Source: an optimization exercise on an open RTL-to-GDS flow (aim: small area, a short achievable clock period and few clock cycles). Production flows keep margins and buffers that such runs may drop.
The RTL was checked by simulation tests, not by an equivalence proof against the original design.

$ cat design.v
`timescale 1ns / 1ps
module abs_diff_7(
    input [7:0] x,
    input [7:0] y,
    output [7:0] absdiff
    );
	 assign absdiff = (x>y) ? x-y : y-x;
endmodule
`timescale 1ns / 1ps
module abs_diff_9(
    input [9:0] x,
    input [9:0] y,
    output [9:0] absdiff
    );
	 assign absdiff = (x>y) ? x-y : y-x;
endmodule
`timescale 1ns / 1ps
module abs_val_8
    (input signed [8:0] v,
     output wire [7:0] absv);
     assign absv = (v[8] == 1) ? ((~v)+1) : v;
endmodule
`timescale 1ns / 1ps
module quadrant(
    input signed [8:0] x,
    input signed [8:0] y,
    output [1:0] q
    );
	 wire [1:0] x_p;
	 wire [1:0] x_n;
	 assign x_p = (y >= 0) ? 0 : 3;
	 assign x_n = (y >= 0) ? 1 : 2;
	 assign q = (x >= 0) ? x_p : x_n;
endmodule
`timescale 1ns / 1ps
module polar_to_cartesian
    (input [11:0] r_theta,  
     output reg signed [8:0] x_value,  
     output reg signed [8:0] y_value);
	parameter POS = 9'sb0_0000_0001;
	parameter NEG = 9'sb1_1111_1111;
   parameter ZERO = 9'sb0_0000_0000;
   wire [31:0] rsin_15deg;  
   wire [31:0] rsin_30deg;  
   wire [31:0] rsin_45deg;  
   wire [31:0] rsin_60deg;  
   wire [31:0] rsin_75deg;  
   assign rsin_15deg = (r_theta[7:0]*66) >> 8;  
   assign rsin_30deg = r_theta[7:0] >> 2;  
   assign rsin_45deg = (r_theta[7:0]*181) >> 8;             
   assign rsin_60deg = (r_theta[7:0]*222) >> 8;  
   assign rsin_75deg = (r_theta[7:0]*247) >> 8;
   always @(*) begin
      case (r_theta[11:8])
         4'h1: begin  
            x_value = POS*rsin_75deg[7:0]; 
            y_value = POS*rsin_15deg[7:0];
         end
         4'h2: begin  
            x_value = POS*rsin_60deg[7:0]; 
            y_value = POS*rsin_30deg[7:0];
         end
         4'h3: begin  
            x_value = POS*rsin_45deg[7:0]; 
            y_value = POS*rsin_45deg[7:0];
         end
         4'h4: begin  
            x_value = POS*rsin_30deg[7:0]; 
            y_value = POS*rsin_60deg[7:0];
         end
         4'h5: begin  
            x_value = POS*rsin_15deg[7:0]; 
            y_value = POS*rsin_75deg[7:0];
         end
         4'h6: begin  
            x_value = POS*ZERO; 
            y_value = POS*r_theta[7:0];
         end
         4'h7: begin  
            x_value = NEG*rsin_15deg[7:0]; 
            y_value = POS*rsin_75deg[7:0];
         end
         4'h8: begin  
            x_value = NEG*rsin_30deg[7:0]; 
            y_value = POS*rsin_60deg[7:0];
         end
         4'h9: begin  
            x_value = NEG*rsin_45deg[7:0]; 
            y_value = POS*rsin_45deg[7:0];
         end
         4'hA: begin  
            x_value = NEG*rsin_60deg[7:0]; 
            y_value = POS*rsin_30deg[7:0];
         end
         4'hB: begin  
            x_value = NEG*rsin_75deg[7:0]; 
            y_value = POS*rsin_15deg[7:0];
         end
         4'hC: begin  
            x_value = NEG*r_theta[7:0]; 
            y_value = ZERO;
         end
         default: begin  
            x_value = POS*r_theta[7:0]; 
            y_value = ZERO;
         end
      endcase
   end
endmodule
`timescale 1ns / 1ps
module calc_abs7rtan_00_75_15
    (input [7:0] r,
     output wire [7:0] abs7rtan_15,
     output wire [7:0] abs7rtan_30,
     output wire [7:0] abs7rtan_45,
     output wire [9:0] abs7rtan_60,
     output wire [9:0] abs7rtan_75);
		wire signed [31:0] rtan_15deg;  
		wire signed [31:0] rtan_30deg;  
		wire signed [31:0] rtan_60deg;  
		wire signed [31:0] rtan_75deg;  
		assign rtan_15deg = (r*16'sh0225) >>> 11;
		assign rtan_30deg = (r*16'sh024f) >>> 10;
		assign rtan_60deg = (r*16'sh0DDB) >>> 11;
		assign rtan_75deg = (r*16'sh1DDB) >>> 11;
		assign abs7rtan_15 = rtan_15deg[7:0];
		assign abs7rtan_30 = rtan_30deg[7:0];
		assign abs7rtan_45 = r;
		assign abs7rtan_60 = rtan_60deg[9:0];
		assign abs7rtan_75 = rtan_75deg[9:0];
endmodule
`timescale 1ns / 1ps
module find_min_5_vals_cascading(
    input [7:0] input1,
    input [7:0] input2,
    input [7:0] input3,
    input [7:0] input4,
    input [7:0] input5,
    output [2:0] output_index
    );
	wire comp1_2;
	wire comp2_3;
	wire comp3_4;
	wire comp4_5;
	assign comp1_2 = input1 >= input2;
	assign comp2_3 = input2 >= input3;
	assign comp3_4 = input3 >= input4;
	assign comp4_5 = input4 >= input5;
	wire is1;
	wire is5;
	wire is2;
	wire is4;
	assign is1 = ((!comp1_2) & (!comp2_3) & (!comp3_4) & (!comp4_5));
	assign is5 = (comp1_2 & comp2_3 & comp3_4 & comp4_5);
	assign is2 = ((!is1) & (!is5) & (!comp2_3) & (!comp3_4));
	assign is4 = ((!is1) & (!is5) & (comp2_3) & (comp3_4));
	assign output_index = is1 ? 3'h1 : (is5 ? 3'h5 : (is2 ? 3'h2 : (is4 ? 3'h4 : 3'h3)));
endmodule
`timescale 1ns / 1ps
module calc_r_y_theta(
   input [7:0] y,
   input [7:0] x,  
   input [3:0] theta,
   output reg [7:0] r);
   wire [31:0] r_15deg;  
   wire [31:0] r_30deg;  
   wire [31:0] r_45deg;  
   wire [31:0] r_60deg;  
   wire [31:0] r_75deg;  
   assign r_15deg = (y*989) >> 10;
   assign r_30deg = y >> 9;
   assign r_45deg = (y*362) >> 10;
   assign r_60deg = (y*296) >> 10;
   assign r_75deg = (y*265) >> 10;
   always @(*) begin
      case(theta)
         1: r = r_15deg[7:0];
         2: r = r_30deg[7:0];
         3: r = r_45deg[7:0];
         4: r = r_60deg[7:0];
         5: r = r_75deg[7:0];
         6: r = y;  
         default: r = x;  
      endcase
   end
endmodule
`timescale 1ns / 1ps
module orientation_math
    (input [11:0] r_theta_original,  
     input [11:0] r_theta_final,  
     input clock,
     input enable,
     input reset,
     output reg done,
     output reg [4:0] orientation);
	parameter DEG360 = 5'h18;
	parameter DEG180 = 5'h0C;
	parameter ERROR_FACTOR = 4;
	reg [3:0] state;
	parameter IDLE 			 	= 4'h0;
	parameter SHORTCUT_TEST		= 4'h1;
	parameter SHORTCUT_TEST_2	= 4'h2;
	parameter PTC					= 4'h3;
	parameter DELTAS				= 4'h4;
	parameter ABS_DELTA_QUAD 	= 4'h5;
	parameter DX_TAN				= 4'h6;
	parameter ABS_DIFF			= 4'h7;
	parameter BASE_ANGLE_CALC	= 4'h8;
	parameter CALC_ORIENTATION	= 4'h9;
	parameter REPORT			 	= 4'hF;
	reg [4:0] original_base_angle;
	reg [4:0] shortcut_quadrant_adjust;
	reg signed [8:0] x_original;
	reg signed [8:0] y_original;
	reg signed [8:0] x_final;
	reg signed [8:0] y_final;
	wire signed [8:0] x_original_t;
	wire signed [8:0] y_original_t;
	wire signed [8:0] x_final_t;
	wire signed [8:0] y_final_t;
	polar_to_cartesian ptc_original (.r_theta(r_theta_original),.x_value(x_original_t),.y_value(y_original_t));
	polar_to_cartesian ptc_final (.r_theta(r_theta_final),.x_value(x_final_t),.y_value(y_final_t));
	reg signed [8:0] delta_y;
	reg signed [8:0] delta_x;
	wire [7:0] abs_delta_x_t;
	wire [7:0] abs_delta_y_t;
	reg [7:0] abs_delta_x;
	reg [7:0] abs_delta_y;
	reg [1:0] quadrant;
	wire [1:0] quadrant_t;
	abs_val_8 absx (.v(delta_x),.absv(abs_delta_x_t));
	abs_val_8 absy (.v(delta_y),.absv(abs_delta_y_t));
	quadrant q1 (.x(delta_x),.y(delta_y),.q(quadrant_t));
	reg [7:0] abs_dx_tan15;
	reg [7:0] abs_dx_tan30;
	reg [7:0] abs_dx_tan45;
	reg [9:0] abs_dx_tan60;
	reg [9:0] abs_dx_tan75;
	wire [7:0] abs_dx_tan15_t;
	wire [7:0] abs_dx_tan30_t;
	wire [7:0] abs_dx_tan45_t;
	wire [9:0] abs_dx_tan60_t;
	wire [9:0] abs_dx_tan75_t;
	calc_abs7rtan_00_75_15 abstan(.r(abs_delta_x),.abs7rtan_15(abs_dx_tan15_t),
											 .abs7rtan_30(abs_dx_tan30_t),.abs7rtan_45(abs_dx_tan45_t),
											 .abs7rtan_60(abs_dx_tan60_t),.abs7rtan_75(abs_dx_tan75_t));
	reg [7:0] diff_15;
	reg [7:0] diff_30;
	reg [7:0] diff_45;
	reg [7:0] diff_60;
	reg [7:0] diff_75;
	wire [7:0] diff_15_t;
	wire [7:0] diff_30_t;
	wire [7:0] diff_45_t;
	wire [9:0] diff_60_t;
	wire [9:0] diff_75_t;
	abs_diff_7 abdiff15 (.y(abs_delta_y),.x(abs_dx_tan15),.absdiff(diff_15_t));
	abs_diff_7 abdiff30 (.y(abs_delta_y),.x(abs_dx_tan30),.absdiff(diff_30_t));
	abs_diff_7 abdiff45 (.y(abs_delta_y),.x(abs_dx_tan45),.absdiff(diff_45_t));
	abs_diff_9 abdiff60 (.y({2'b00,abs_delta_y}),.x(abs_dx_tan60),.absdiff(diff_60_t));
	abs_diff_9 abdiff75 (.y({2'b00,abs_delta_y}),.x(abs_dx_tan75),.absdiff(diff_75_t));
	reg [2:0] base_angle;
	wire [2:0] base_angle_t;
	find_min_5_vals_cascading min5( 	.input1(diff_15),.input2(diff_30),
												.input3(diff_45),.input4(diff_60),
												.input5(diff_75),.output_index(base_angle_t));
   always @(posedge clock) begin
      if (reset) begin
         state <= IDLE;
         done <= 0;
			orientation <= 5'h00;
      end
      else begin
         case(state)
				SHORTCUT_TEST: begin
					if (r_theta_original[11:8] == r_theta_final[11:8]) begin
						original_base_angle <= {1'b0,r_theta_original[11:8]};
						shortcut_quadrant_adjust <= (r_theta_final[7:0] >= r_theta_original[7:0]) ? 0 : 12;
						state <= SHORTCUT_TEST_2;
					end
					else begin
						state <= PTC;
					end
				end
				SHORTCUT_TEST_2: begin
					orientation <= original_base_angle + shortcut_quadrant_adjust;
					state <= REPORT;
				end
				PTC: begin
					x_original <= x_original_t;
					y_original <= y_original_t;
					x_final <= x_final_t;
					y_final <= y_final_t;
					state <= DELTAS;
				end
				DELTAS: begin
					delta_x <= x_final - x_original;
					delta_y <= y_final - y_original;
					state <= ABS_DELTA_QUAD;
				end
				ABS_DELTA_QUAD: begin
					abs_delta_x <= abs_delta_x_t;
					abs_delta_y <= abs_delta_y_t;
					quadrant <= quadrant_t;
					state <= DX_TAN;
				end
				DX_TAN: begin
					if (abs_delta_y <= ERROR_FACTOR) begin
						orientation <= 0 + (delta_x < 0 ? 12 : 0);
						state <= REPORT;
					end
					else if (abs_delta_x <= ERROR_FACTOR) begin
						orientation <= 6 + (delta_y < 0 ? 12 : 0);
						state <= REPORT;
					end
					else begin
						abs_dx_tan15 <= abs_dx_tan15_t;
						abs_dx_tan30 <= abs_dx_tan30_t;
						abs_dx_tan45 <= abs_dx_tan45_t;
						abs_dx_tan60 <= abs_dx_tan60_t;
						abs_dx_tan75 <= abs_dx_tan75_t;
						state <= ABS_DIFF;
					end
				end
				ABS_DIFF: begin
					diff_15 <= diff_15_t;
					diff_30 <= diff_30_t;
					diff_45 <= diff_45_t;
					diff_60 <= diff_60_t > 8'hFF ? 8'hFE : diff_60_t[7:0];  
					diff_75 <= diff_75_t > 8'hFF ? 8'hFF : diff_75_t[7:0];
					state <= BASE_ANGLE_CALC;
   			end
				BASE_ANGLE_CALC: begin
					base_angle <= base_angle_t;
					state <= CALC_ORIENTATION;
				end
				CALC_ORIENTATION: begin
					case(quadrant)
						1: orientation <= (DEG180 - base_angle);  
						2: orientation <= (DEG180 + base_angle);  
						3: orientation <= (DEG360 - base_angle);  
						default: orientation <= base_angle;  
					endcase
					state <= REPORT;
				end
				REPORT: begin
					done <= 1;
					state <= IDLE;
					if (orientation >= DEG360) begin
						orientation <= orientation - DEG360;
					end
				end
				default: begin
					if (enable) begin
						state <= SHORTCUT_TEST;
						done <= 0;
					end
				end
			endcase
		end
	end
endmodule
`timescale 1ns / 1ps
module path_math
    (input [11:0] location,  
     input [11:0] target,  
     input [4:0] current_orientation,  
     input clock,
     input enable,
     input reset,
     output reg done,
	  output reg [4:0] needed_orientation,  
     output reg [11:0] move_command);  
	parameter DEG360 = 5'h18;
	parameter DEG180 = 5'h0C;
	reg [3:0] state;
	parameter IDLE 			 			= 4'h0;
	parameter NEEDED_ORIENTATION_1	= 4'h1;
	parameter ONE_CYCLE_DELAY_1		= 4'h2;
	parameter NEEDED_ORIENTATION_2	= 4'h3;
	parameter ONE_CYCLE_DELAY_2		= 4'h4;
	parameter PTC_AND_ANGLE 			= 4'h5;
	parameter DELTAS						= 4'h6;
	parameter ABS_DELTA_QUAD 			= 4'h7;
   parameter ORIENT_BASE_ANGLE		= 4'h8;
	parameter ABS_DY_DIV_SIN			= 4'h9;
	parameter REPORT			 			= 4'hF;
	reg orientation_helper_enable;
   wire [4:0] orientation_t;
	wire orientation_done;
   orientation_math om (.r_theta_original(location),.r_theta_final(target),.orientation(orientation_t),
                        .enable(orientation_helper_enable),.done(orientation_done),.reset(reset),.clock(clock));
   reg [4:0] angle;
	reg signed [8:0] x_location;
	reg signed [8:0] y_location;
	reg signed [8:0] x_target;
	reg signed [8:0] y_target;
	wire signed [8:0] x_location_t;
	wire signed [8:0] y_location_t;
	wire signed [8:0] x_target_t;
	wire signed [8:0] y_target_t;
	polar_to_cartesian ptc_original (.r_theta(location),.x_value(x_location_t),.y_value(y_location_t));
	polar_to_cartesian ptc_final (.r_theta(target),.x_value(x_target_t),.y_value(y_target_t));
	reg signed [8:0] delta_y;
	reg signed [8:0] delta_x;
	wire [7:0] abs_delta_x_t;
	wire [7:0] abs_delta_y_t;
	reg [7:0] abs_delta_x;
	reg [7:0] abs_delta_y;
	reg [1:0] quadrant;
	wire [1:0] quadrant_t;
	abs_val_8 absx (.v(delta_x),.absv(abs_delta_x_t));
	abs_val_8 absy (.v(delta_y),.absv(abs_delta_y_t));
	quadrant q1 (.x(delta_x),.y(delta_y),.q(quadrant_t));
	reg [2:0] base_angle;
	reg [6:0] distance;
   wire [7:0] distance_t;
	calc_r_y_theta calcr (.y(abs_delta_y),.x(abs_delta_x),.theta(base_angle),.r(distance_t));
	always @(posedge clock) begin
      if (reset) begin
         state <= IDLE;
         done <= 0;
			angle <= 0;
         x_location <= 0;
         y_location <= 0;
         x_target <= 0;
         y_target <= 0;
         delta_x <= 0;
         delta_y <= 0;
         abs_delta_x <= 0;
         abs_delta_y <= 0;
         quadrant <= 0;
         base_angle <= 0;
         distance <= 0;
         move_command <= 0;
			orientation_helper_enable <= 0;
			needed_orientation <= 0;
      end
      else begin
         case(state)
				NEEDED_ORIENTATION_1: begin
					orientation_helper_enable <= 1;
					state <= ONE_CYCLE_DELAY_1;
				end
				ONE_CYCLE_DELAY_1: state <= NEEDED_ORIENTATION_2;
				NEEDED_ORIENTATION_2: begin
					orientation_helper_enable <= 0;
					if (orientation_done) begin
						needed_orientation <= orientation_t;
						state <= ONE_CYCLE_DELAY_2;
					end
				end
				ONE_CYCLE_DELAY_2: state <= PTC_AND_ANGLE;
				PTC_AND_ANGLE: begin
               angle <= needed_orientation - current_orientation + ((current_orientation > needed_orientation) ? DEG360 : 0);
					x_location <= x_location_t;
					y_location <= y_location_t;
					x_target <= x_target_t;
					y_target <= y_target_t;
					state <= DELTAS;
				end
				DELTAS: begin
					delta_x <= x_target - x_location;
					delta_y <= y_target - y_location;
					state <= ABS_DELTA_QUAD;
				end
				ABS_DELTA_QUAD: begin
					abs_delta_x <= abs_delta_x_t;
					abs_delta_y <= abs_delta_y_t;
					quadrant <= quadrant_t;
					state <= ORIENT_BASE_ANGLE;
				end
				ORIENT_BASE_ANGLE: begin
               case (quadrant)
                  1: base_angle <= (DEG180 - needed_orientation);
                  2: base_angle <= (needed_orientation - DEG180);
                  3: base_angle <= (DEG360 - needed_orientation);
                  default: base_angle <= needed_orientation[3:0];
               endcase
               state <= ABS_DY_DIV_SIN;
				end
				ABS_DY_DIV_SIN: begin
					distance <= distance_t[6:0];
					state <= REPORT;
				end
				REPORT: begin
					done <= 1;
					state <= IDLE;
					move_command <= {angle,distance};
				end
				default: begin
					if (enable) begin
						state <= NEEDED_ORIENTATION_1;
						done <= 0;
						orientation_helper_enable <= 0;
						needed_orientation <= 0;
					end
				end
			endcase
		end
	end
endmodule
$ cat constraint.sdc
create_clock -name core_clock -period 12.0 [get_ports {clock}]
set_input_delay 2.4000 -clock core_clock [delete_from_list [all_inputs] [get_ports {clock}]]
set_output_delay 2.4000 -clock core_clock [all_outputs]
set_load 0.01 [all_outputs]
$ cat run.sh
#!/bin/bash
# synth_recipe.tcl (not shown) runs the flow's synth.tcl, then flattens the netlist and writes it again
# the make line also repeats each setting of config.mk as NAME=value (left out here)
make -C /OpenROAD-flow-scripts/flow DESIGN_CONFIG=/design/flow/config.mk WORK_HOME=/design/flow/orfs CLKGATE_MAP_FILE= SYNTH_SCRIPT=/design/flow/synth_recipe.tcl finish
$ cat config.mk
export PLATFORM = sky130hd
export DESIGN_NAME = path_math
export DESIGN_NICKNAME = path_math
export VERILOG_FILES = /design/flow/design.v
export SDC_FILE = /design/flow/constraint.sdc
export NUM_CORES = 4
export LEC_CHECK = 0
export CAP_MARGIN = 20
export CORE_MARGIN = 2
export CORE_UTILIZATION = 40
export SLEW_MARGIN = 20
==> results of run 1 <==
kinds of logic after synthesis:
| family | share of synthesized area, % |
|---|---|
| xor+xnor | 6.60 |
| flops | 17.3 |
| simple gates | 9.91 |
| buf+inv | 9.17 |
| mux | 1.21 |
| compound gates | 13.9 |
| fa+ha+maj | 41.9 |
sequential cells by signal, summed over array words and instances (netlist names), 9 cells and up:
signal,cells
x_location,9
om.x_final,9
om.abs_dx_tan75,10
delta_y,9
om.x_original,9
x_target,9
om.delta_y,9
om.delta_x,9
move_command,12
cells in the final DEF, fill, tap and decap left out, drive strengths merged, types with 23 or more instances in the layout:
| cell type | count |
|---|---|
| inv | 900 |
| ha | 784 |
| fa | 367 |
| nand2 | 257 |
| a21oi | 253 |
| nor2 | 236 |
| xnor2 | 228 |
| edfxtp | 159 |
| o21ai | 154 |
| dfxtp | 116 |
| a21o | 87 |
| xor2 | 78 |
| nor3 | 61 |
| nand2b | 59 |
| nor2b | 58 |
| nand3 | 53 |
| buf | 51 |
| a211oi | 49 |
| clkdlybuf4s50 | 48 |
| a31oi | 40 |
| clkbuf | 38 |
| mux2i | 36 |
| a22oi | 32 |
| nand4 | 27 |
| o211ai | 24 |
| o31ai | 23 |
per-layer routing:
layer	part of all wire [%]	up-vias	global-route usage [%]
li1	-	15196	-
met3	4.6	151	2.19
met4	2.5	0	4.95
met2	46	700	34.4
met5	0	-	0
met1	47	14685	28.7
metrics by stage:
stage | hold slack, ps | setup slack [ps] | cell area, µm²
floorplan | 432 | 2150 | 41000
global placement | 440 | 936 | 43200
detailed placement | 447 | 788 | 43200
CTS | 457 | 1360 | 44200
global route | 479 | 832 | 44200
finish | 455 | 1330 | 44200
layout make-up:
| class | instances | area [µm²] |
|---|---|---|
| clock buffers | 38 | 875 |
| clock inverters | 19 | 145 |
| fillers | 9970 | 57500 |
| inverters | 900 | 3380 |
| multi-input cells | 3223 | 30200 |
| flip-flops and latches | 275 | 7100 |
| well taps | 1368 | 1710 |
| repair buffers | 99 | 863 |
final timing paths:
path | endpoint | cells past startpoint | start
setup / recovery | om.x_final[7]$_DFFE_PP_ | 29 | target[3]
hold / removal | move_command[4]$_SDFFE_PP0P_ | 2 | move_command[4]$_SDFFE_PP0P_
setup reg to reg | om.abs_dx_tan75[9]$_DFFE_PP_ | 17 | om.abs_delta_x[7]$_DFFE_PP_
hold reg to reg | move_command[4]$_SDFFE_PP0P_ | 2 | move_command[4]$_SDFFE_PP0P_
worst reg2reg max path, stage by stage (launching register included):
cell and delay [ps]:
edfxtp_1 820, inv_1 190, ha_1 510, fa_1 610
inv_1 60, fa_1 540, inv_1 60, fa_1 420
ha_1 190, a21o_1 180, a21o_1 170, a311o_1 290
a21oi_1 540, o21ai_1 250, a211oi_1 310, o21ai_1 130
a31oi_1 210, xnor2_1 90
==> summary.txt, run 1 <==
Synth
  • Syn nets: 5672
  • Mapped Cells: 4489
  • Largest area contributor in the netlist: ha_1
  • Register bit total from synthesis: 275
  • Yosys warning total: 5
  • Post-synth top area share: 23.9%
  • Post-synth top cells: 900 x inv_1, 784 x ha_1, 367 x fa_1
  • Share of flip-flops with an asynchronous set or reset: 0%
  • Count leader, synth: inv_1
  • Post-synthesis sequential area ratio: 17.3%
  • Synth Area per Inst: 9.12 µm²
  • Post-synth EDFFs: 159
  • Synthesized cell area: 41000 µm²
  • Area contributors post-synth: ha_1 24%, fa_1 18%, edfxtp_1 12%
  • Post-synth cell types: 93
  • Dominant synthesized flop cell: edfxtp_1

Worst setup path
  • Critical Path Max Stage Delay: 830 ps
  • Largest delay contributor family on the critical path: adder cells
  • Kind of critical path: in2reg
  • Critical Path AT: 10980 ps
  • CP required: 12310 ps
  • Reg2reg setup slack: 6220 ps
  • Slowest CP cell: clkdlybuf4s50_1
  • Buf/Inv on CP: 7
  • Worst-path fanout max: 9
  • Crit. End Element: flip-flop
  • Startpoint Class: input pin
  • Most used cell, CP: fa_1

GRT
  • Pin count of the biggest net entering global routing: 68
  • Gr usage total: 20.7%
  • First-pass GRT wire length: 171000 µm
  • Initial antenna violation count: 2
  • Vias in the first global route: 30788
  • Grt ovf: 0

Placed design
  • # placed instances: 5865
  • Port Buffers: 49
  • GP Congestion: 0.927
  • DP Wirelength: 88800 µm

CTS
  • Worst-Skew Late Latency: 570 ps
  • CTS tree: yes
  • H-tree depth: 1
  • Clk buf depth: 3
  • Clock root buffer: clkbuf_16
  • Cts repair resizes: 0
  • Post-CTS Setup Inserts: 0
  • Reg clk slew, reported paths: 60 ps
  • CTS buffer count: 31
  • Hold_buf cts: 0
  • # clock sinks: 275

Timing
  • Setup violators final: 0
  • Clock skew: 20.0 ps
  • Slew Viols, Final: 0
  • TNS Setup: 0 ps
  • Slew headroom: 30.5%
  • RSZ-0062 raised after global routing: no
  • Worst-Margin Slew: 1030 ps
  • Final hold vios: 0
  • Fmax: 0.0937 GHz
  • Final Cycle Share: 88.9%
  • Minimum clock period: 10670 ps

Routing
  • Total wire length: 107000 µm
  • Vias per std cell: 5.19
  • Antenna Nets Post-Route: 0
  • # DRC: 0
  • Pre-antenna DRT Iters: 7
  • DR iter-0 viols: 2256
  • Via count: 30732
  • DR WL/cell: 18.1 µm

Floorplanning
  • Die height: 324 µm
  • I/O pin cnt: 50
  • Initial Util: 40.3%
  • Die X: 324 µm
  • Row count: 117
  • Die ar.: 105000 µm²
  • Placeable Area: 102000 µm²

Cells and area
  • Final Util: 43.5%
  • ANT cells: 0
  • Finished Layout Cells: 5922
  • Layout cells sized above 1: 3.65%
  • Final nets: 5713
  • Syn-to-layout area delta: 7.97%

Job
  • Total of max-cap violations: 0

Run status
  • Status: complete, no violations

Worst hold path
  • Worst Hold Class: reg2reg
Testbench counts, summed over its fixed seeds: cycles 308,942.
==> run 2, diff against run 1 <==
--- a/design.v
+++ b/design.v
@@ -369,134 +369,134 @@
      input enable,
      input reset,
      output reg done,
-	  output reg [4:0] needed_orientation,  
-     output reg [11:0] move_command);  
-	parameter DEG360 = 5'h18;
-	parameter DEG180 = 5'h0C;
-	reg [3:0] state;
-	parameter IDLE 			 			= 4'h0;
-	parameter NEEDED_ORIENTATION_1	= 4'h1;
-	parameter ONE_CYCLE_DELAY_1		= 4'h2;
-	parameter NEEDED_ORIENTATION_2	= 4'h3;
-	parameter ONE_CYCLE_DELAY_2		= 4'h4;
-	parameter PTC_AND_ANGLE 			= 4'h5;
-	parameter DELTAS						= 4'h6;
-	parameter ABS_DELTA_QUAD 			= 4'h7;
-   parameter ORIENT_BASE_ANGLE		= 4'h8;
-	parameter ABS_DY_DIV_SIN			= 4'h9;
-	parameter REPORT			 			= 4'hF;
-	reg orientation_helper_enable;
-   wire [4:0] orientation_t;
-	wire orientation_done;
-   orientation_math om (.r_theta_original(location),.r_theta_final(target),.orientation(orientation_t),
-                        .enable(orientation_helper_enable),.done(orientation_done),.reset(reset),.clock(clock));
-   reg [4:0] angle;
-	reg signed [8:0] x_location;
-	reg signed [8:0] y_location;
-	reg signed [8:0] x_target;
-	reg signed [8:0] y_target;
-	wire signed [8:0] x_location_t;
-	wire signed [8:0] y_location_t;
-	wire signed [8:0] x_target_t;
-	wire signed [8:0] y_target_t;
-	polar_to_cartesian ptc_original (.r_theta(location),.x_value(x_location_t),.y_value(y_location_t));
-	polar_to_cartesian ptc_final (.r_theta(target),.x_value(x_target_t),.y_value(y_target_t));
-	reg signed [8:0] delta_y;
-	reg signed [8:0] delta_x;
-	wire [7:0] abs_delta_x_t;
-	wire [7:0] abs_delta_y_t;
-	reg [7:0] abs_delta_x;
-	reg [7:0] abs_delta_y;
-	reg [1:0] quadrant;
-	wire [1:0] quadrant_t;
-	abs_val_8 absx (.v(delta_x),.absv(abs_delta_x_t));
-	abs_val_8 absy (.v(delta_y),.absv(abs_delta_y_t));
-	quadrant q1 (.x(delta_x),.y(delta_y),.q(quadrant_t));
-	reg [2:0] base_angle;
-	reg [6:0] distance;
-   wire [7:0] distance_t;
-	calc_r_y_theta calcr (.y(abs_delta_y),.x(abs_delta_x),.theta(base_angle),.r(distance_t));
-	always @(posedge clock) begin
+     output reg [4:0] needed_orientation,  
+     output [11:0] move_command);  
+   wire [8:0] x_l, y_l, x_t, y_t;
+   ptc_fast ptc_l (.r_theta(location), .x(x_l), .y(y_l));
+   ptc_fast ptc_t (.r_theta(target),   .x(x_t), .y(y_t));
+   reg [8:0] delta_x, delta_y;
+   reg       busy;
+   always @(posedge clock) begin
+      delta_x <= x_t - x_l;
+      delta_y <= y_t - y_l;
+      busy <= enable & ~reset;
+   end
+   wire       dxneg = delta_x[8];
+   wire       dyneg = delta_y[8];
+   wire [8:0] ndx = -delta_x;
+   wire [8:0] ndy = -delta_y;
+   wire [7:0] a = dxneg ? ndx[7:0] : delta_x[7:0];
+   wire [7:0] y = dyneg ? ndy[7:0] : delta_y[7:0];
+   wire [1:0] quad = {dyneg, dxneg ^ dyneg};  
+   wire [17:0] p549 = a * 10'd549;
+   wire [17:0] p591 = a * 10'd591;
+   wire [6:0]  t15  = p549[17:11];
+   wire [7:0]  t30  = p591[17:10];
+   wire [6:0]  c549 = t15 + (|p549[10:0]);
+   wire [9:0]  w    = {a, 1'b0} + a - c549;         
+   wire [9:0]  t60  = {a, 1'b0} - c549;
+   wire [8:0]  y2   = {y, 1'b0};
+   wire c12 = y2 >= t15 + t30;
+   wire c23 = y2 >= t30 + a;
+   wire c34 = y2 >= w;
+   wire c45 = ({1'b0, y} >= w) | (t60 == {2'b00, y} + 10'd255);
+   wire is1 = ~c12 & ~c23 & ~c34 & ~c45;
+   wire is5 = c12 & c23 & c34 & c45;
+   wire is2 = ~is1 & ~is5 & ~c23 & ~c34;
+   wire is4 = ~is1 & ~is5 & c23 & c34;
+   wire [2:0] b = is1 ? 3'd1 : (is5 ? 3'd5 : (is2 ? 3'd2 : (is4 ? 3'd4 : 3'd3)));
+   wire ysmall = (y <= 8'd4);
+   wire asmall = (a <= 8'd4);
+   reg [4:0] need_n;
+   always @(*) begin
+      if (ysmall) need_n = dxneg ? 5'd12 : 5'd0;
+      else if (asmall) need_n = dyneg ? 5'd18 : 5'd6;
+      else case (quad)
+         2'd1: need_n = 5'd12 - b;
+         2'd2: need_n = 5'd12 + b;
+         2'd3: need_n = 5'd24 - b;
+         default: need_n = {2'b00, b};
+      endcase
+   end
+   wire [2:0] ba_n = ysmall ? 3'd0 : (asmall ? 3'd6 : b);
+   wire       same = (location[11:8] == target[11:8]);
+   wire [4:0] sum_s = {1'b0, location[11:8]} + ((target[7:0] >= location[7:0]) ? 5'd0 : 5'd12);
+   wire [4:0] need_s = (sum_s >= 5'd24) ? sum_s - 5'd24 : sum_s;
+   reg  [2:0] ba_s;
+   always @(*) begin
+      case (quad)
+         2'd1: ba_s = 3'd4 - need_s[2:0];
+         2'd2: ba_s = need_s[2:0] + 3'd4;
+         2'd3: ba_s = 3'd0 - need_s[2:0];
+         default: ba_s = need_s[2:0];
+      endcase
+   end
+   wire [4:0] need = same ? need_s : need_n;
+   wire [2:0] ba   = same ? ba_s : ba_n;
+   wire [17:0] r15 = y * 10'd989;
+   wire [17:0] r45 = y * 10'd362;
+   wire [17:0] r60 = y * 10'd296;
+   wire [17:0] r75 = y * 10'd265;
+   reg  [6:0]  dist_v;
+   always @(*) begin
+      case (ba)
+         3'd1: dist_v = r15[16:10];
+         3'd2: dist_v = 7'd0;
+         3'd3: dist_v = r45[16:10];
+         3'd4: dist_v = r60[16:10];
+         3'd5: dist_v = r75[16:10];
+         3'd6: dist_v = y[6:0];
+         default: dist_v = a[6:0];
+      endcase
+   end
+   reg [4:0] cur;
+   reg [6:0] distance;
+   always @(posedge clock) begin
       if (reset) begin
-         state <= IDLE;
-         done <= 0;
-			angle <= 0;
-         x_location <= 0;
-         y_location <= 0;
-         x_target <= 0;
-         y_target <= 0;
-         delta_x <= 0;
-         delta_y <= 0;
-         abs_delta_x <= 0;
-         abs_delta_y <= 0;
-         quadrant <= 0;
-         base_angle <= 0;
-         distance <= 0;
-         move_command <= 0;
-			orientation_helper_enable <= 0;
-			needed_orientation <= 0;
+         done <= 1'b0;
+      end else if (busy) begin
+         done <= 1'b1;
+      end else if (enable) begin
+         done <= 1'b0;
       end
-      else begin
-         case(state)
-				NEEDED_ORIENTATION_1: begin
-					orientation_helper_enable <= 1;
-					state <= ONE_CYCLE_DELAY_1;
-				end
-				ONE_CYCLE_DELAY_1: state <= NEEDED_ORIENTATION_2;
-				NEEDED_ORIENTATION_2: begin
-					orientation_helper_enable <= 0;
-					if (orientation_done) begin
-						needed_orientation <= orientation_t;
-						state <= ONE_CYCLE_DELAY_2;
-					end
-				end
-				ONE_CYCLE_DELAY_2: state <= PTC_AND_ANGLE;
-				PTC_AND_ANGLE: begin
-               angle <= needed_orientation - current_orientation + ((current_orientation > needed_orientation) ? DEG360 : 0);
-					x_location <= x_location_t;
-					y_location <= y_location_t;
-					x_target <= x_target_t;
-					y_target <= y_target_t;
-					state <= DELTAS;
-				end
-				DELTAS: begin
-					delta_x <= x_target - x_location;
-					delta_y <= y_target - y_location;
-					state <= ABS_DELTA_QUAD;
-				end
-				ABS_DELTA_QUAD: begin
-					abs_delta_x <= abs_delta_x_t;
-					abs_delta_y <= abs_delta_y_t;
-					quadrant <= quadrant_t;
-					state <= ORIENT_BASE_ANGLE;
-				end
-				ORIENT_BASE_ANGLE: begin
-               case (quadrant)
-                  1: base_angle <= (DEG180 - needed_orientation);
-                  2: base_angle <= (needed_orientation - DEG180);
-                  3: base_angle <= (DEG360 - needed_orientation);
-                  default: base_angle <= needed_orientation[3:0];
-               endcase
-               state <= ABS_DY_DIV_SIN;
-				end
-				ABS_DY_DIV_SIN: begin
-					distance <= distance_t[6:0];
-					state <= REPORT;
-				end
-				REPORT: begin
-					done <= 1;
-					state <= IDLE;
-					move_command <= {angle,distance};
-				end
-				default: begin
-					if (enable) begin
-						state <= NEEDED_ORIENTATION_1;
-						done <= 0;
-						orientation_helper_enable <= 0;
-						needed_orientation <= 0;
-					end
-				end
-			endcase
-		end
-	end
+      if (busy) begin
+         needed_orientation <= need;
+         cur <= current_orientation;
+         distance <= dist_v;
+      end
+   end
+   wire [4:0] angle = needed_orientation - cur + ((cur > needed_orientation) ? 5'd24 : 5'd0);
+   assign move_command = {angle, distance};
+endmodule
+module ptc_fast
+    (input [11:0] r_theta,
+     output reg [8:0] x,
+     output reg [8:0] y);
+   wire [7:0] r = r_theta[7:0];
+   wire [15:0] p33  = r * 6'd33;
+   wire [15:0] p181 = r * 8'd181;
+   wire [15:0] p111 = r * 7'd111;
+   wire [15:0] p247 = r * 8'd247;
+   wire [7:0] m15 = p33[14:7];
+   wire [7:0] m30 = {2'b00, r[7:2]};
+   wire [7:0] m45 = p181[15:8];
+   wire [7:0] m60 = p111[14:7];
+   wire [7:0] m75 = p247[15:8];
+   always @(*) begin
+      case (r_theta[11:8])
+         4'h1: begin x = {1'b0, m75}; y = {1'b0, m15}; end
+         4'h2: begin x = {1'b0, m60}; y = {1'b0, m30}; end
+         4'h3: begin x = {1'b0, m45}; y = {1'b0, m45}; end
+         4'h4: begin x = {1'b0, m30}; y = {1'b0, m60}; end
+         4'h5: begin x = {1'b0, m15}; y = {1'b0, m75}; end
+         4'h6: begin x = 9'd0;        y = {1'b0, r};   end
+         4'h7: begin x = -{1'b0, m15}; y = {1'b0, m75}; end
+         4'h8: begin x = -{1'b0, m30}; y = {1'b0, m60}; end
+         4'h9: begin x = -{1'b0, m45}; y = {1'b0, m45}; end
+         4'hA: begin x = -{1'b0, m60}; y = {1'b0, m30}; end
+         4'hB: begin x = -{1'b0, m75}; y = {1'b0, m15}; end
+         4'hC: begin x = -{1'b0, r};   y = 9'd0;        end
+         default: begin x = {1'b0, r}; y = 9'd0; end
+      endcase
+   end
 endmodule
==> run 2 against run 1 <==
Non-clock buffer count decreased by 14. Register-to-register slack got worse by 5300 ps. Critical path depth rose by 12. Maximum frequency decreased by 3.6%. Via count shrank 39%. Sequential share of layout area fell by 12 points. Clock-buffer cell count decreased by 32. Die area decreased by 45%.
==> summary.txt, run 2 <==
CTS
  • CTS tree: yes
  • Cts repair resizes: 0 (unchanged)
  • Clk buf depth: 2 (-1)
  • Post-CTS Setup Inserts: 0 (unchanged)
  • CTS buffer count: 5 (-84%)
  • # clock sinks: 37 (-87%)
  • H-tree depth: 2 (+1)
  • Worst-Skew Late Latency: 290 ps (-280 ps)
  • Clock root buffer: clkbuf_16
  • Hold_buf cts: 0 (unchanged)
  • Reg clk slew, reported paths: 60 ps (about the same)

Placed design
  • DP Wirelength: 53300 µm (-40%)
  • Post-DP Area: 23800 µm² (-45%)
  • GP Congestion: 0.982 (+6.0%)
  • Port Buffers: 49 (unchanged)

Synth
  • Post-synth EDFFs: 17 (-89%)
  • Register bit total from synthesis: 37 (-87%)
  • Post-synthesis sequential area ratio: 4.09% (-13 points)
  • Share of flip-flops with an asynchronous set or reset: 0% (unchanged)
  • Syn nets: 3366 (-41%)
  • Mapped Cells: 2605 (-42%)
  • Area contributors post-synth: ha_1 30%, fa_1 17%, inv_1 7.6%
  • Dominant synthesized flop cell: dfxtp_1
  • Post-synth top area share: 30.5% (+6.5 points)
  • Post-synth top cells: 542 x ha_1, 452 x inv_1, 187 x fa_1
  • Yosys warning total: 2 (-3)
  • Largest area contributor in the netlist: ha_1
  • Synth Area per Inst: 8.55 µm² (-6.3%)
  • Count leader, synth: ha_1
  • Synthesized cell area: 22300 µm² (-46%)
  • Post-synth cell types: 101 (+8.6%)

GRT
  • Vias in the first global route: 19093 (-38%)
  • Pin count of the biggest net entering global routing: 33 (-51%)
  • Initial antenna violation count: 1 (-1)
  • First-pass GRT wire length: 103000 µm (-40%)
  • Grt ovf: 0 (unchanged)
  • Gr usage total: 22.5% (+1.9 points)

Cells and area
  • ANT cells: 0 (unchanged)
  • Most frequent cells in the layout: 542 x ha_1, 452 x inv_1, 187 x fa_1, 141 x xnor2_1, 123 x o21ai_0
  • Syn-to-layout area delta: 7.52%
  • Final nets: 3410 (-40%)
  • Fin area: 23900 µm² (-46%)
  • Multi-input logic area: 19500 µm² (-35%)
  • Reg area: 912 µm² (-87%)
  • Most common cell after layout, fill and taps aside: ha_1
  • Largest regs: delta_x: 9 flops, delta_y: 9 flops, distance: 7 flops
  • Layout cells sized above 1: 3.92% (+0.28 points)
  • Fillers: 5553 (-44%)

Worst setup path
  • Crit. End Element: flip-flop
  • Most used cell, CP: ha_1
  • Kind of critical path: reg2reg
  • Critical Path Max Stage Delay: 550 ps (-280 ps)
  • Startpoint Class: flip-flop
  • Critical Path AT: 11180 ps (+200 ps)
  • Slowest CP cell: dfxtp_2
  • CP required: 12110 ps (-200 ps)
  • Worst-path fanout max: 15 (+6)

Floorplanning
  • Die height: 240 µm (-26%)
  • Initial Util: 40.4% (+0.16 points)
  • Placeable Area: 55100 µm² (-46%)
  • Die ar.: 57600 µm² (-45%)
  • I/O pin cnt: 50 (unchanged)
  • Row count: 86 (-26%)
  • Die X: 240 µm (-26%)

Timing
  • Clock skew: 6.09 ps (-14.0 ps)
  • Slew headroom: 31.4% (+0.91 points)
  • Slew Viols, Final: 0 (unchanged)
  • Final hold vios: 0 (unchanged)
  • Minimum clock period: 11070 ps (+397 ps)
  • Final Cycle Share: 92.2% (+3.3 points)
  • Setup violators final: 0 (unchanged)
  • Fmax: 0.0903 GHz (-3.6%)
  • Worst-Margin Slew: 1030 ps (-8.04 ps)
  • RSZ-0062 raised after global routing: no
  • TNS Setup: 0 ps (unchanged)

Routing
  • Total wire length: 64100 µm (-40%)
  • Pre-antenna DRT Iters: 7 (unchanged)
  • DR iter-0 viols: 1082 (-52%)
  • Via count: 18832 (-39%)
  • # DRC: 0 (unchanged)
  • Antenna Nets Post-Route: 0 (unchanged)
  • DR WL/cell: 18.9 µm (+4.1%)
  • Vias per std cell: 5.54 (+6.8%)

Job
  • Total of max-cap violations: 0 (unchanged)

Worst hold path
  • Worst Hold Class: reg2reg

Run status
  • Status: complete, no violations
## run 2: layout make-up
cell class / instances / area share (%)
Tap cell: 748 / 3.91
Multi-Input combinational cell: 2066 / 81.4
Clock inverter: 2 / 0.0418
Inverter: 454 / 7.12
Sequential cell: 37 / 3.81
Clock buffer: 6 / 0.538
Timing Repair Buffer: 85 / 3.18
## run 2: final timing paths
check | depth (start not counted) | slack, ps | start | end
setup / recovery | 41 | 930 | delta_x[0]$_DFF_P_ | distance[5]$_DFFE_PP_
hold reg to reg | 2 | 520 | done$_SDFFE_PP0P_ | done$_SDFFE_PP0P_
setup reg to reg | 41 | 930 | delta_x[0]$_DFF_P_ | distance[5]$_DFFE_PP_
hold / removal | 2 | 520 | done$_SDFFE_PP0P_ | done$_SDFFE_PP0P_
## run 2: per-layer routing
metal / track usage (%) / vias to the layer above / routed length [µm]
met5: 0 / - / 13
met4: 6.14 / 2 / 1850
met3: 1.86 / 113 / 2790
met2: 39.7 / 499 / 31100
met1: 29.5 / 9058 / 28300
li1: - / 9160 / -
## run 2: critical path, delay by kind of cell (launching register included)
family                     cells  cell delay (ps)
and+or+nand+nor                6             1770
buffers and inverters          6             1080
xor gates and xnor gates       3              690
AOI/OAI and AO/OA             17             3750
DFF                            1              550
adders and majority gates      9             3060
## run 2: logic make-up (layout without fill, tap and decap cells)
family | count (synthesis) | after routing | synth area share [%]
AOI/OAI and AO/OA | 592 | 592 | 18.5
xor gates and xnor gates | 228 | 228 | 9.34
DFF | 37 | 37 | 4.09
buffers and inverters | 502 | 547 | 8.57
and+or+nand+nor | 500 | 500 | 11.5
adders and majority gates | 731 | 731 | 47.4
muxes | 15 | 15 | 0.685
## run 2: metrics by stage
stage	hold slack, ps	worst slack [ps]	utilization [%]	std cells
after floorplan	525	2190	-	2605
after global placement	468	856	43.2	3390
after detailed placement	522	452	43.2	3390
after CTS	534	398	43.4	3398
after global routing	563	152	43.5	3398
final	522	932	43.5	3398
Testbench counts of run 2, summed over its fixed seeds: cycles 32,000.
==> run 3, diff against run 2 <==
--- a/design.v
+++ b/design.v
@@ -371,35 +371,36 @@
      output reg done,
      output reg [4:0] needed_orientation,  
      output [11:0] move_command);  
-   wire [8:0] x_l, y_l, x_t, y_t;
-   ptc_fast ptc_l (.r_theta(location), .x(x_l), .y(y_l));
-   ptc_fast ptc_t (.r_theta(target),   .x(x_t), .y(y_t));
-   reg [8:0] delta_x, delta_y;
-   reg       busy;
+   wire [7:0] xm_l, ym_l, xm_t, ym_t;
+   wire       xs_l, xs_t;
+   ptc_mag ptc_l (.r_theta(location), .xm(xm_l), .ym(ym_l), .xs(xs_l));
+   ptc_mag ptc_t (.r_theta(target),   .xm(xm_t), .ym(ym_t), .xs(xs_t));
+   wire       xsame = (xs_t == xs_l);
+   reg [8:0] ex, delta_y;
+   reg       exneg, busy;
    always @(posedge clock) begin
-      delta_x <= x_t - x_l;
-      delta_y <= y_t - y_l;
+      ex <= {1'b0, xm_t} + ({1'b0, xm_l} ^ {9{xsame}}) + {8'd0, xsame};
+      exneg <= xs_t;
+      delta_y <= {1'b0, ym_t} - {1'b0, ym_l};
       busy <= enable & ~reset;
    end
-   wire       dxneg = delta_x[8];
+   wire       exnz  = |ex;
+   wire       dxneg = exneg ? ((exnz & ~ex[8]) | (ex == 9'h100)) : ex[8];
    wire       dyneg = delta_y[8];
-   wire [8:0] ndx = -delta_x;
-   wire [8:0] ndy = -delta_y;
-   wire [7:0] a = dxneg ? ndx[7:0] : delta_x[7:0];
-   wire [7:0] y = dyneg ? ndy[7:0] : delta_y[7:0];
+   wire [7:0] a = ex[8] ? 8'd0 - ex[7:0] : ex[7:0];
+   wire [7:0] y = dyneg ? 8'd0 - delta_y[7:0] : delta_y[7:0];
    wire [1:0] quad = {dyneg, dxneg ^ dyneg};  
-   wire [17:0] p549 = a * 10'd549;
-   wire [17:0] p591 = a * 10'd591;
+   wire [17:0] p549 = {a, 9'd0} + {a, 5'd0} + {a, 2'd0} + a;
+   wire [17:0] p591 = {a, 9'd0} + {a, 6'd0} + {a, 4'd0} - a;
    wire [6:0]  t15  = p549[17:11];
    wire [7:0]  t30  = p591[17:10];
-   wire [6:0]  c549 = t15 + (|p549[10:0]);
-   wire [9:0]  w    = {a, 1'b0} + a - c549;         
-   wire [9:0]  t60  = {a, 1'b0} - c549;
-   wire [8:0]  y2   = {y, 1'b0};
-   wire c12 = y2 >= t15 + t30;
-   wire c23 = y2 >= t30 + a;
-   wire c34 = y2 >= w;
-   wire c45 = ({1'b0, y} >= w) | (t60 == {2'b00, y} + 10'd255);
+   wire [10:0] y2   = {2'b00, y, 1'b0};
+   wire [10:0] a3   = {2'b00, a, 1'b0} + {3'b000, a};
+   wire c12 = y2 >= {4'd0, t15} + {3'd0, t30};
+   wire c23 = y2 >= {3'd0, t30} + {3'd0, a};
+   wire c34 = y2 + {4'd0, t15} + 11'd1 >= a3;
+   wire c45 = ({3'd0, y} + {4'd0, t15} + 11'd1 >= a3) |
+              ({2'b00, a, 1'b0} - {4'd0, t15} - {3'd0, y} == 11'd256);
    wire is1 = ~c12 & ~c23 & ~c34 & ~c45;
    wire is5 = c12 & c23 & c34 & c45;
    wire is2 = ~is1 & ~is5 & ~c23 & ~c34;
@@ -433,17 +434,17 @@
    end
    wire [4:0] need = same ? need_s : need_n;
    wire [2:0] ba   = same ? ba_s : ba_n;
-   wire [17:0] r15 = y * 10'd989;
-   wire [17:0] r45 = y * 10'd362;
-   wire [17:0] r60 = y * 10'd296;
-   wire [17:0] r75 = y * 10'd265;
+   wire [17:0] r15 = {y, 10'd0} - {y, 5'd0} - {y, 1'd0} - y;
+   wire [17:0] r45 = {y, 7'd0} + {y, 5'd0} + {y, 4'd0} + {y, 2'd0} + y;   
+   wire [17:0] r60 = {y, 5'd0} + {y, 2'd0} + y;                           
+   wire [17:0] r75 = {y, 8'd0} + {y, 3'd0} + y;                           
    reg  [6:0]  dist_v;
    always @(*) begin
       case (ba)
          3'd1: dist_v = r15[16:10];
          3'd2: dist_v = 7'd0;
-         3'd3: dist_v = r45[16:10];
-         3'd4: dist_v = r60[16:10];
+         3'd3: dist_v = r45[15:9];
+         3'd4: dist_v = r60[13:7];
          3'd5: dist_v = r75[16:10];
          3'd6: dist_v = y[6:0];
          default: dist_v = a[6:0];
@@ -468,35 +469,33 @@
    wire [4:0] angle = needed_orientation - cur + ((cur > needed_orientation) ? 5'd24 : 5'd0);
    assign move_command = {angle, distance};
 endmodule
-module ptc_fast
+module ptc_mag
     (input [11:0] r_theta,
-     output reg [8:0] x,
-     output reg [8:0] y);
+     output reg [7:0] xm,
+     output reg [7:0] ym,
+     output xs);
    wire [7:0] r = r_theta[7:0];
-   wire [15:0] p33  = r * 6'd33;
-   wire [15:0] p181 = r * 8'd181;
-   wire [15:0] p111 = r * 7'd111;
-   wire [15:0] p247 = r * 8'd247;
-   wire [7:0] m15 = p33[14:7];
-   wire [7:0] m30 = {2'b00, r[7:2]};
-   wire [7:0] m45 = p181[15:8];
-   wire [7:0] m60 = p111[14:7];
-   wire [7:0] m75 = p247[15:8];
+   wire [3:0] t = r_theta[11:8];
+   wire [11:0] r9  = {r, 3'd0} + r;                        
+   wire [7:0]  m15 = ({1'b0, r} + r[7:5]) >> 2;           
+   wire [7:0]  m30 = {2'b00, r[7:2]};
+   wire [15:0] p181 = {r9, 4'd0} + {r9, 2'd0} + r;        
+   wire [7:0]  m45 = p181[15:8];
+   wire [15:0] p111 = {r, 7'd0} - {r, 4'd0} - r;          
+   wire [7:0]  m60 = p111[14:7];
+   wire [15:0] p247 = {r, 8'd0} - r9;                     
+   wire [7:0]  m75 = p247[15:8];
+   wire [2:0] k = (t <= 4'd6) ? t[2:0] : ((t <= 4'd12) ? 3'd4 - t[2:0] : 3'd0);
+   assign xs = (t >= 4'd7) && (t <= 4'd12);
    always @(*) begin
-      case (r_theta[11:8])
-         4'h1: begin x = {1'b0, m75}; y = {1'b0, m15}; end
-         4'h2: begin x = {1'b0, m60}; y = {1'b0, m30}; end
-         4'h3: begin x = {1'b0, m45}; y = {1'b0, m45}; end
-         4'h4: begin x = {1'b0, m30}; y = {1'b0, m60}; end
-         4'h5: begin x = {1'b0, m15}; y = {1'b0, m75}; end
-         4'h6: begin x = 9'd0;        y = {1'b0, r};   end
-         4'h7: begin x = -{1'b0, m15}; y = {1'b0, m75}; end
-         4'h8: begin x = -{1'b0, m30}; y = {1'b0, m60}; end
-         4'h9: begin x = -{1'b0, m45}; y = {1'b0, m45}; end
-         4'hA: begin x = -{1'b0, m60}; y = {1'b0, m30}; end
-         4'hB: begin x = -{1'b0, m75}; y = {1'b0, m15}; end
-         4'hC: begin x = -{1'b0, r};   y = 9'd0;        end
-         default: begin x = {1'b0, r}; y = 9'd0; end
+      case (k)
+        3'd1: begin xm = m75; ym = m15; end
+        3'd2: begin xm = m60; ym = m30; end
+        3'd3: begin xm = m45; ym = m45; end
+        3'd4: begin xm = m30; ym = m60; end
+        3'd5: begin xm = m15; ym = m75; end
+        3'd6: begin xm = 8'd0; ym = r; end
+        default: begin xm = r; ym = 8'd0; end
       endcase
    end
 endmodule
==> run 3 against run 2 <==
Maximum frequency increased by 8.1%. Clock-buffer cell count increased by 2. Sequential share of layout area increased by 2.0 points. First-iteration DRC count is 0.28% higher. Die area is 33% lower. Critical path depth decreased by 6. Non-clock buffer count fell by 13. Synthesized cell count shrank 28%. Wire length is 36% lower. Worst setup slack improved by 830 ps.
==> summary.txt, run 3 <==
Floorplanning
  • I/O pin cnt: 50 (unchanged)
  • Placeable Area: 36400 µm² (-34%)
  • Row count: 70 (-19%)
  • Initial Util: 40.4% (about the same)
  • Die ar.: 38400 µm² (-33%)
  • Die X: 196 µm (-18%)
  • Die height: 196 µm (-18%)

Placed design
  • Port Buffers: 49 (unchanged)
  • Place WS: 1930 ps (+1480 ps)
  • GP Congestion: 0.935 (-4.8%)
  • DP Wirelength: 32600 µm (-39%)
  • Post-DP Area: 15800 µm² (-33%)

GRT
  • First-pass GRT wire length: 68000 µm (-34%)
  • Met2 usage: 37.8% (-1.9 points)
  • Vias in the first global route: 13248 (-31%)
  • Initial antenna violation count: 1 (unchanged)
  • Gr busiest metal: met2
  • Grt ovf: 0 (unchanged)
  • M3 GR Usage: 1.68% (-0.18 points)
  • Pin count of the biggest net entering global routing: 25 (-24%)
  • GR Layer Usage met1: 28.4% (-1.1 points)
  • Gr usage total: 21.5% (-1.1 points)

Synth
  • Mapped Cells: 1870 (-28%)
  • Share of flip-flops with an asynchronous set or reset: 0% (unchanged)
  • Count leader, synth: ha_1
  • Syn nets: 2278 (-32%)
  • Area contributors post-synth: ha_1 28%, xnor2_1 8.1%, fa_1 6.7%
  • Register bit total from synthesis: 38 (+2.7%)
  • Post-synth EDFFs: 17 (unchanged)
  • Synthesized cell area: 14700 µm² (-34%)
  • Post-synth top cells: 327 x ha_1, 179 x inv_1, 158 x a21oi_1
  • Synth Area per Inst: 7.87 µm² (-7.9%)
  • Post-synth top area share: 27.8% (-2.7 points)
  • Yosys warning total: 2 (unchanged)
  • Post-synth cell types: 93 (-7.9%)
  • Dominant synthesized flop cell: dfxtp_1
  • Largest area contributor in the netlist: ha_1
  • Post-synthesis sequential area ratio: 6.32% (+2.2 points)

Routing
  • Antenna Nets Post-Route: 0 (unchanged)
  • DR iter-0 viols: 1085 (+0.28%)
  • Pre-antenna DRT Iters: 6 (-1)
  • Vias per std cell: 5.78 (+4.3%)
  • DR WL/cell: 17.5 µm (-7.4%)
  • # DRC: 0 (unchanged)
  • Total wire length: 41300 µm (-36%)
  • Via count: 13664 (-27%)

Worst setup path
  • Worst-path fanout max: 17 (+2)
  • Worst setup path endpoint: distance[4]$_DFFE_PP_
  • Most used cell, CP: ha_1
  • Slowest CP cell: dfxtp_1
  • Startpoint Class: flip-flop
  • Reg2reg setup slack: 1770 ps (+830 ps)
  • Crit path from: ex[0]$_DFF_P_
  • Critical Path AT: 10280 ps (-900 ps)
  • Reg-to-Reg End: distance[4]$_DFFE_PP_
  • Critical Path Max Stage Delay: 880 ps (+330 ps)
  • Kind of critical path: reg2reg
  • Worst r2r src: ex[0]$_DFF_P_
  • CP required: 12040 ps (-70 ps)
  • Crit. End Element: flip-flop
  • Worst Reg-to-Reg Cells: 35 (-15%)

CTS
  • CTS buffer count: 5 (unchanged)
  • Hold_buf cts: 0 (unchanged)
  • Post-CTS Setup Inserts: 0 (unchanged)
  • Cts repair resizes: 0 (unchanged)
  • Worst-Skew Late Latency: 290 ps (about the same)
  • Clk buf depth: 2 (unchanged)
  • Reg clk slew, reported paths: 70 ps (about the same)
  • # clock sinks: 38 (+2.7%)
  • CTS tree: yes
  • Clock root buffer: clkbuf_16
  • H-tree depth: 2 (unchanged)

Cells and area
  • ANT cells: 0 (unchanged)
  • Most common cell after layout, fill and taps aside: ha_1
  • Reg area: 931 µm² (+2.1%)
  • Largest regs: delta_y: 9 flops, ex: 9 flops, distance: 7 flops
  • Fin area: 16000 µm² (-33%)
  • Final Util: 43.9% (+0.43 points)
  • Most frequent cells in the layout: 327 x ha_1, 179 x inv_1, 158 x a21oi_1, 129 x xnor2_1, 117 x nor2_1
  • Layout cells sized above 1: 4.38% (+0.45 points)
  • Final nets: 2303 (-32%)
  • Multi-input logic area: 12900 µm² (-34%)
  • Fillers: 3716 (-33%)
  • Syn-to-layout area delta: 8.64%

Timing
  • TNS Setup: 0 ps (unchanged)
  • Setup violators final: 0 (unchanged)
  • Slew Viols, Final: 0 (unchanged)
  • Slew headroom: 33.4% (+2.1 points)
  • Minimum clock period: 10230 ps (-833 ps)
  • Final Cycle Share: 85.3% (-6.9 points)
  • Clock skew: 8.95 ps (+2.86 ps)
  • Fin worst setup slack: 1770 ps (+833 ps)
  • RSZ-0062 raised after global routing: no
  • Fmax: 0.0977 GHz (+8.1%)
  • Worst-Margin Slew: 989 ps (-36.9 ps)
  • Final hold vios: 0 (unchanged)

Job
  • Total of max-cap violations: 0 (unchanged)

Worst hold path
  • Worst Hold Class: reg2reg

Run status
  • Status: complete, no violations
-- run 3: worst max-delay path, delay by kind of cell (launching register included) --
family                     cells  cell delay, ps
buffers and inverters          3             770
and+or+nand+nor                9            2760
AOI/OAI and AO/OA             13            3100
DFF                            1             880
xor gates and xnor gates       3             500
muxes                          2             590
adders and majority gates      5            1370
-- run 3: layout make-up --
class	count	area share, %
repair buffers	72	4.15
flip-flops and latches	38	5.82
clock buffers	8	1.05
well taps	468	3.66
inverters	190	4.46
multi-input cells	1588	80.9
-- run 3: metal layers --
layer,up-vias,wire [µm]
met2,395,19700
met4,2,865
li1,6817,-
met1,6388,19100
met3,62,1680
met5,-,13
-- run 3: worst min path at each step --
stage,endpoint,slack [ps],start,cells after the start
6_report,done$_SDFFE_PP0P_,520,done$_SDFFE_PP0P_,2
5_1_grt,done$_SDFFE_PP0P_,560,done$_SDFFE_PP0P_,2
4_1_cts,done$_SDFFE_PP0P_,510,done$_SDFFE_PP0P_,2
3_5_place_dp,done$_SDFFE_PP0P_,500,done$_SDFFE_PP0P_,2
3_3_place_gp,done$_SDFFE_PP0P_,470,done$_SDFFE_PP0P_,2
2_1_floorplan,done$_SDFFE_PP0P_,530,done$_SDFFE_PP0P_,2
-- run 3: cells by family (layout without fill, tap and decap cells) --
group / after synthesis / after routing / synth area share (%)
compound gates: 551 / 551 / 25.1
buf+inv: 244 / 270 / 6.30
simple gates: 451 / 451 / 15.0
mux: 11 / 11 / 0.799
xor+xnor: 185 / 185 / 11.1
flops: 38 / 38 / 6.32
fa+ha+maj: 390 / 390 / 35.4
-- run 3: through the flow --
step | hold WS [ps] | std cells
2_1_floorplan | 525 | 1870
5_1_grt | 557 | 2364
4_1_cts | 513 | 2364
3_5_place_dp | 499 | 2356
6_report | 520 | 2364
3_3_place_gp | 469 | 2356
Testbench counts of run 3, summed over its fixed seeds: cycles 32,000.

[separate check: timing with driven ports]
How much do the figures lean on ideal ports? The routed layouts below were timed once more, with nothing changed but the port constraints. Step 1 (the two cells are an assumption about what drives the block):
set clk [get_ports {clock}]
set_driving_cell -lib_cell sky130_fd_sc_hd__clkbuf_16 $clk
set_driving_cell -lib_cell sky130_fd_sc_hd__buf_2 [delete_from_list [all_inputs] $clk]
Step 2 moves the port delays by t, midway between the first and last clock arrival at a register: inputs arrive t later, outputs are due t later. That takes back most of the time a late clock gives input paths. Slacks: ideal / step 1 / step 2; pairs: ideal / step 1.
run | t, ns | slack for setup (ns) | latest minus earliest clock arrival (ns) | worst data-port slew with drivers (ns) | cell pins on the clock port's net
run 1 | 0.625 | 1.329 / 1.372 / 0.747 | 0.023 / 0.022 | 0.10 | 1
run 2 | 0.326 | 0.932 / 0.932 / 0.932 | 0.006 / 0.007 | 0.05 | 1
run 3 | 0.323 | 1.765 / 1.765 / 1.765 | 0.009 / 0.009 | 0.06 | 1
After both steps every run listed still meets setup and hold. For run 1, which loses most, drivers alone change the setup slack by +0.043 ns; drivers and shift together by -0.582 ns.
